This design comes from an exercise in tuning for small area, a short achievable clock period and few clock cycles per item on the open sky130 flow, not from production work. Function was checked by simulation only, so behaviour that the tests miss may differ from the original.

## flow/design.v (module list and top-level ports; edited modules follow where they fit)
// module logarithm: 1660 lines
// module log_fa: 4 lines
// module log_xor: 3 lines
// module log_maj: 3 lines
// module log_a22oi: 3 lines
// module log_and: 3 lines
// module log_nand: 3 lines
// module log_nor: 3 lines
// module log_inv: 3 lines
// module log_aoi21: 3 lines
// module log_oai21: 3 lines
// module log_xnor: 3 lines
// module log_or: 3 lines
module logarithm #(
	parameter n = 16,
	parameter m = 24,
	parameter k = 5 ,
	parameter p = 24
) (
	input        clk  ,  
	input        reset,  
	input        start,
	input  [0:n] x    ,
	output [1:p] y    ,
	output       done
);
  // ...
==> flow/flow/run.sh <==
#!/bin/bash
# Standard layout, with the smallest buffer on the ports instead of the
# delay buffer that buffer_ports picks by default.
set -e
export BUFFER_PORTS_ARGS="-buffer_cell sky130_fd_sc_hd__buf_1"
bash standard.sh finish > standard_flow.log 2>&1
==> flow/standard.sh <==
#!/bin/bash
# synth_recipe.tcl (not shown) runs the flow's synth.tcl, then flattens the netlist and writes it again
# the make line also repeats each setting of config.mk as NAME=value (left out here)
make -C /OpenROAD-flow-scripts/flow DESIGN_CONFIG=/design/flow/config.mk WORK_HOME=/design/flow/orfs CLKGATE_MAP_FILE= SYNTH_SCRIPT=/design/flow/synth_recipe.tcl "${@:-finish}"
==> flow/config.mk <==
export PLATFORM = sky130hd
export DESIGN_NAME = logarithm
export DESIGN_NICKNAME = logarithm
export VERILOG_FILES = /design/flow/design.v
export SDC_FILE = /design/flow/constraint.sdc
export NUM_CORES = 4
export LEC_CHECK = 0
export CAP_MARGIN = 50
export CORE_MARGIN = 2
export CORE_UTILIZATION = 40
export CTS_BUF_LIST = sky130_fd_sc_hd__clkbuf_4 sky130_fd_sc_hd__clkbuf_8
export SETUP_SLACK_MARGIN = 4.0
export SLEW_MARGIN = 60
export SYNTH_HIERARCHICAL = 1
export SYNTH_MINIMUM_KEEP_SIZE = 0
==> flow/constraint.sdc <==
create_clock -name core_clock -period 9.0 [get_ports {clk}]
set_input_delay 1.8000 -clock core_clock [delete_from_list [all_inputs] [get_ports {clk}]]
set_output_delay 1.8000 -clock core_clock [all_outputs]
set_load 0.01 [all_outputs]
==> flow_summary.ini, run 1 <==
[status]
outcome = timing/DRC/antenna clean

[cells_and_area]
buf_share = 0.0499
nFlopsAndLatches = 46
final_util = 0.441
final_common_cell = nand2_1
multi_input_area_mm2 = 0.00931

[sta]
rsz0062_at_grt = no
worst_hold_slack_ns = 0.546

[grt]
grt_max_degree = 31
grt_overflow_total = 0
grtUsageMet3 = 0.0307

[clock_tree]
cts_made_buffers = 5
hold_buffers = 0
post-cts-setup-buffers = 1
cts_tree = yes

[route]
drtPass1Iterations = 5
drt-initial-drc-count = 632

[synth]
synth_top_area_cell = fa_1
synthCells = 1298

[placed_design]
place_congestion = 0.892

[setup_path]
cpPeakStageDelay_ns = 0.57
crit_buf_inv = 2
Testbench counts, summed over its fixed seeds: cycles 36,800, items 1,600.
==> run 2, diff against run 1 <==
--- a/flow/config.mk
+++ b/flow/config.mk
@@ -7,3 +7,3 @@
 export LEC_CHECK = 0
-export CAP_MARGIN = 50
+export CAP_MARGIN = 20
 export CORE_MARGIN = 2
@@ -12,3 +12,3 @@
 export SETUP_SLACK_MARGIN = 4.0
-export SLEW_MARGIN = 60
+export SLEW_MARGIN = 80
 export SYNTH_HIERARCHICAL = 1
==> run 2 against run 1 <==
Register-to-register slack got worse by 0.09 ns. Critical endpoint is now f[18]$_DFF_P_. Still clean. Area after synthesis stayed put. Die area unchanged.
==> flow_summary.ini, run 2 <==
[clock_tree]
hold_buffers = 0
clkLatencyLatePin_ns = 0.32
clkTransAtPathRegs_ns = 0.10
cts_buffer_depth = 2
cts_num_sinks = 46
cts_tree = yes
cts_root_buf = clkbuf_8
htreeDepth = 2
cts_made_buffers = 5

[sta]
clock.fmax_ghz = 0.206
maxSlewViolCount = 0
hold_violations = 0
setup_tns_ns = 0
min_period_ns = 4.85
clock-skew-final_ns = 0.00442
rsz0062_at_grt = no
fin_crit_sh = 0.539
setup_violations = 0

[floorplan]
core_mm2 = 0.0270
die_h_um = 170
start_util = 0.407
die_x_um = 170
boundaryPins = 45
rows = 60
dieArea_mm2 = 0.0289

[placed_design]
portBuffers = 44
dp_hpwl_um = 22800
postPlaceCellArea_mm2 = 0.0118
place_congestion = 0.892

[synth]
ys_ff_latch = 46
synth_top_area_cell = fa_1
synth-edff-count = 21
avgSynthCellArea_um2 = 8.48
synthTopCellsByArea = fa_1 (38%), nand2_1 (13%), xor2_1 (7.3%), edfxtp_1 (5.7%), dfxtp_1 (4.4%)
synth.most_common_cell = nand2_1
synth_common_cells = nand2_1 (373), fa_1 (209), xor2_1 (92)
synth_top_area_share = 0.380
syn_area_mm2 = 0.0110
ys_warn_count = 7
seq_area_frac_synth = 0.103
yosysUniqueCellTypes = 54
synthCells = 1298
synthFlopType = dfxtp_1
async_flop_share = 0.0217

[grt]
grt_pass1_wl_um = 49600
antenna_found_initial = 0
grt_overflow_total = 0
grt_max_degree = 31
grt_pass1_vias = 9279
grtUsageTotal = 0.220

[route]
wire_per_inst_um = 19.3
drt_wl_total_um = 32500
post-route-drc-count = 0
drt-initial-drc-count = 619
drtPass1Iterations = 5
num_vias = 9173
final_antenna_net_count = 0
vias_per_cell = 5.45

[cells_and_area]
antenna_cells = 0
final_cell_mix = nand2_1 (367), fa_1 (204), nor2_1 (80)
fill_cells = 2600
fin_nets = 1570
fin_area_mm2 = 0.0128
final_common_cell = nand2_1
layout-drive-gt1-share = 0.189
regMostFlops = f
reg.largest.list = f x24, sr x22
largest_reg_flops = 24
area_growth_pct = 15.8

[setup_path]
ff2ff_path_depth = 20
r2r_setup_slack_ns = 4.15
crit_arrival_ns = 5.06
cp-end-kind = flop
required_ns = 9.21
cp-start-kind = flop
worstPathMaxFanout = 28
critical_path_class = reg -> reg

[run]
maxCapViolCount = 0

[status]
outcome = timing/DRC/antenna clean

[hold_path]
holdPathStages = 2
min_path_type = reg -> reg
-- run 2: cell counts after synthesis --
No cell type changed its count.
-- run 2: final timing paths --
path	from	to
max in group asynchronous	reset	sr[21]$_DFFE_PN1N_
max reg2reg	f[13]$_DFF_P_	f[18]$_DFF_P_
max	f[13]$_DFF_P_	f[18]$_DFF_P_
min	sr[20]$_SDFFCE_PP0N_	sr[21]$_DFFE_PN1N_
min in group asynchronous	reset	sr[21]$_DFFE_PN1N_
min reg2reg	sr[20]$_SDFFCE_PP0N_	sr[21]$_DFFE_PN1N_
-- run 2: cell families (layout without fill, tap and decap cells) --
group                    count (synthesis)  after routing  share of synthesized area
other                                    1              6                   0.000341
flip-flops                              46             46                      0.103
buffers and inverters                  167            206                     0.0615
AND/OR/NAND/NOR                        580            580                      0.227
AO/OA/AOI/OAI                          158            158                      0.114
XOR/XNOR                               115            115                     0.0915
adder cells (fa/ha/maj)                231            231                      0.402
-- run 2: what timing repair did --
action / CTS / global route
resized for setup: 34 / 60
setup buffers: 3 / 15
setup endpoints to repair: 16 / 17
cloned: 1 / 9
pin swaps: 2 / 9
-- run 2: per-stage QoR --
step / instances / setup slack [ns] / util / hold WS, ns
4_1_cts: 1657 / 3.99 / 0.446 / 0.525
6_report: 1683 / 4.15 / 0.472 / 0.521
3_5_place_dp: 1645 / 3.69 / 0.436 / 0.510
5_1_grt: 1683 / 3.97 / 0.472 / 0.548
3_3_place_gp: 1637 / 3.45 / 0.425 / 0.475
2_1_floorplan: 1303 / 4.02 / - / 0.501
-- run 2: layer usage --
layer  global-route usage  share of wire  up-vias
met5                    0              0        -
met1                0.292           0.41     4619
met2                0.377           0.49      357
met3               0.0305          0.072       56
li1                     -              -     4141
met4               0.0635          0.027        0
-- run 2: Yosys stat by module (local to each module, per instance), excerpt --
module	flip-flops and latches	times used
logarithm	46	1
log_fa	0	209
log_a22oi	0	24
log_maj	0	22
log_xor	0	69
log_xnor	0	22
log_and	0	24
log_or	0	22
log_oai21	0	52
log_inv	0	53
log_nand	0	83
log_nor	0	78
-- run 2: cell type report --
| type | count | area, µm² | area share |
|---|---|---|---|
| clock buffer | 5 | 68.8 | 0.00539 |
| multi-input combinational | 1090 | 9560 | 0.749 |
| tap | 341 | 427 | 0.0334 |
| sequential | 46 | 1190 | 0.0930 |
| inverter | 88 | 337 | 0.0264 |
| clock inverter | 3 | 23.8 | 0.00186 |
| timing repair buffer | 110 | 1160 | 0.0909 |
-- run 2: worst max-delay path, cell delays in order (launching register included) --
cell and delay [ns]:
dfxtp_1 0.34, buf_6 0.27, inv_1 0.24, fa_1 0.53, fa_1 0.41, fa_1 0.46
maj3_2 0.36, xor2_1 0.19, xor2_1 0.27, nand2_1 0.13, a21oi_2 0.20, o21ai_1 0.11
a21oi_2 0.12, o21ai_2 0.08, a21oi_4 0.19, buf_6 0.15, buf_4 0.15, o21ai_1 0.09
xor2_1 0.19, a22oi_2 0.17, nand3b_1 0.09
==> run 3, diff against run 2 <==
--- a/flow/config.mk
+++ b/flow/config.mk
@@ -10,5 +10,5 @@
 export CORE_UTILIZATION = 40
-export CTS_BUF_LIST = sky130_fd_sc_hd__clkbuf_4 sky130_fd_sc_hd__clkbuf_8
+export CTS_BUF_LIST = sky130_fd_sc_hd__clkbuf_8 sky130_fd_sc_hd__clkbuf_16
 export SETUP_SLACK_MARGIN = 4.0
-export SLEW_MARGIN = 80
+export SLEW_MARGIN = 60
 export SYNTH_HIERARCHICAL = 1
==> run 3 against run 2 <==
Still clean on timing, DRC and antenna. Worst hold slack gained 0.0068 ns. Utilization shrank 2.7 points. Final cell count shrank 1.8%. Via count shrank 2.4%. Design area shrank 5.8%. Die area is the same. First-iteration DRC count grew 11%. Global-route usage is essentially flat.
==> flow_summary.ini, run 3 <==
[status]
outcome = timing/DRC/antenna clean

[clock_tree]
cts_num_sinks = 46
cts_root_buf = clkbuf_16
cts_made_buffers = 5
cts_buffer_depth = 2
htreeDepth = 2
clkLatencyLatePin_ns = 0.30
clkTransAtPathRegs_ns = 0.07
hold_buffers = 0
cts_tree = yes

[setup_path]
worstPathMaxFanout = 26
crit_family = adder cells
required_ns = 9.24
cpMaxStageDelayCell = fa_1
cpPeakStageDelay_ns = 0.57
crit_buf_inv = 2
cp-start-kind = flop
crit_chain = buf_6, nand2_1, fa_1, fa_1, fa_1, fa_1, maj3_2, nand2_1, nand2_1, nor2_2, nand2_2, nor2_2, a21oi_4, buf_12, o21ai_1, xor2_1, a22oi_2, nand3b_1
crit_arrival_ns = 5.00
r2r_start = f[20]$_DFF_P_
cp-end-kind = flop
cp_common_cell = fa_1
critPathLaunch = f[20]$_DFF_P_
critical_path_class = reg -> reg

[grt]
grt_overflow_total = 0
grt_pass1_vias = 9211
grtUsageTotal = 0.220
use_met2 = 0.377
grtUsageMet3 = 0.0307
antenna_found_initial = 0
grt_busiest_layer = met2
grt_max_degree = 31
grt_util_met1 = 0.293
grt_pass1_wl_um = 49700

[synth]
seq_area_frac_synth = 0.103
synth_top_area_cell = fa_1
ys_ff_latch = 46
synth_top_area_share = 0.380
syn_area_mm2 = 0.0110
synth_common_cells = nand2_1 (373), fa_1 (209), xor2_1 (92)
ys_warn_count = 7
yosysUniqueCellTypes = 54
synthCells = 1298
async_flop_share = 0.0217
avgSynthCellArea_um2 = 8.48
synthTopCellsByArea = fa_1 (38%), nand2_1 (13%), xor2_1 (7.3%), edfxtp_1 (5.7%), dfxtp_1 (4.4%)
synth-edff-count = 21
synth.most_common_cell = nand2_1
synthFlopType = dfxtp_1

[cells_and_area]
regMostFlops = f
layout-drive-gt1-share = 0.133
fin_area_mm2 = 0.0120
largest_reg_flops = 24
area_growth_pct = 9.13
reg.largest.list = f x24, sr x22
fin_nets = 1540
final_cell_mix = nand2_1 (371), fa_1 (209), xor2_1 (92)
antenna_cells = 0
final_util = 0.445
final_common_cell = nand2_1

[floorplan]
dieArea_mm2 = 0.0289
core_mm2 = 0.0270
die_x_um = 170
start_util = 0.407
die_h_um = 170
boundaryPins = 45
rows = 60

[sta]
hold_violations = 0
fin_crit_sh = 0.529
max_slew_margin = 0.628
rsz0062_at_grt = no
worst_hold_slack_ns = 0.528
min_period_ns = 4.76
maxSlewViolCount = 0
clock-skew-final_ns = 0.00744
tightestPinTransition_ns = 0.553
clock.fmax_ghz = 0.210
setup_tns_ns = 0
setup_violations = 0

[run]
maxCapViolCount = 0

[route]
vias_per_cell = 5.42
num_vias = 8957
final_antenna_net_count = 0
drt_wl_total_um = 30900
post-route-drc-count = 0
wire_per_inst_um = 18.7
drtPass1Iterations = 5
drt-initial-drc-count = 685

[placed_design]
portBuffers = 44
place_congestion = 0.892
dp_hpwl_um = 22600
postPlaceCellArea_mm2 = 0.0115

[hold_path]
min_path_type = reg -> reg
hold_start = sr[20]$_SDFFCE_PP0N_
run 3: repair_timing:
action	in CTS	in global routing
pin swaps	1	1
gates cloned	1	3
setup endpoints to repair	18	19
gates resized for setup	10	56
setup buffers	1	3
run 3: area by class of cell:
type	instances	area [µm²]
repair buffers	79	644
multi-input cells	1091	9310
clock inverters	3	23.8
fillers	2668	15000
flip-flops and latches	46	1160
well taps	341	427
inverters	88	330
clock buffers	5	125
run 3: stage by stage:
step / setup WS [ns] / std cells
final: 4.24 / 1653
after global routing: 3.99 / 1653
after CTS: 4.00 / 1647
after detailed placement: 3.61 / 1637
after global placement: 3.45 / 1637
after floorplan: 4.02 / 1303
run 3: Yosys stat by module (local to each module, per instance), excerpt:
module / flops+latches / copies in the design / area, µm²
log_nand: 0 / 83 / 3.75
log_fa: 0 / 209 / 20.0
log_maj: 0 / 22 / 11.3
log_and: 0 / 24 / 6.26
log_xor: 0 / 69 / 8.76
log_inv: 0 / 53 / 3.75
log_nor: 0 / 78 / 3.75
log_oai21: 0 / 52 / 5.00
log_a22oi: 0 / 24 / 12.5
log_or: 0 / 22 / 6.26
log_xnor: 0 / 22 / 8.76
logarithm: 46 / 1 / 3710
run 3: final timing paths:
kind | endpoint | slack (ns) | cells after the start
worst max-delay path | f[9]$_DFF_P_ | 4.24 | 18
worst min-delay path | sr[21]$_DFFE_PN1N_ | 0.53 | 2
worst max register to register | f[9]$_DFF_P_ | 4.24 | 18
worst min register to register | sr[21]$_DFFE_PN1N_ | 0.53 | 2
max in group asynchronous | sr[21]$_DFFE_PN1N_ | 7.56 | 1
min in group asynchronous | sr[21]$_DFFE_PN1N_ | 1.42 | 1
run 3: layer usage:
| metal | part of all wire | up-vias |
|---|---|---|
| met3 | 0.067 | 54 |
| met1 | 0.42 | 4469 |
| li1 | - | 4091 |
| met2 | 0.49 | 343 |
| met5 | 0 | - |
| met4 | 0.025 | 0 |
run 3: cell families (layout without fill, tap and decap cells):
| group | count (synthesis) | after routing | synth area share |
|---|---|---|---|
| simple gates | 580 | 580 | 0.227 |
| fa+ha+maj | 231 | 231 | 0.402 |
| buf+inv | 167 | 175 | 0.0615 |
| compound gates | 158 | 159 | 0.114 |
| xor+xnor | 115 | 115 | 0.0915 |
| flops | 46 | 46 | 0.103 |
| other cells | 1 | 6 | 0.000341 |
run 3: worst register-to-register path, stage by stage (launching register included):
cell and delay (ns):
dfxtp_1 0.33, buf_6 0.27, nand2_1 0.14, fa_1 0.57, fa_1 0.44, fa_1 0.43, fa_1 0.49, maj3_2 0.33
nand2_1 0.11, nand2_1 0.09, nor2_2 0.18, nand2_2 0.21, nor2_2 0.21, a21oi_4 0.08, buf_12 0.15, o21ai_1 0.17
xor2_1 0.30, a22oi_2 0.12, nand3b_1 0.09

-- port drivers added, routing unchanged --
The flow's constraints put no driver on any port. The routed layouts listed below were extracted and timed again, unchanged, in two steps. Step 1: set_driving_cell puts a clkbuf_16 on clk and a buf_2 on each other input, an assumption about the parent block. Step 2, shift: input delay + t, output delay - t, t = (earliest + latest rising clock arrival at the registers) / 2. This alone moves slack from input paths to output paths. Three values: ideal, step 1, step 2; two values: the first two.
run	shift t [ns]	setup WS [ns]	worst setup path at the end	slew at the worst register clock pin (ns)	cell pins on the clock port's net
run 1	0.345	4.242 / 4.242 / 4.242	register to register	0.11 / 0.11	1
run 2	0.357	4.149 / 4.149 / 4.149	register to register	0.10 / 0.10	1
run 3	0.343	4.236 / 4.236 / 4.236	register to register	0.07 / 0.07	1
After both steps every run listed still meets setup and hold.
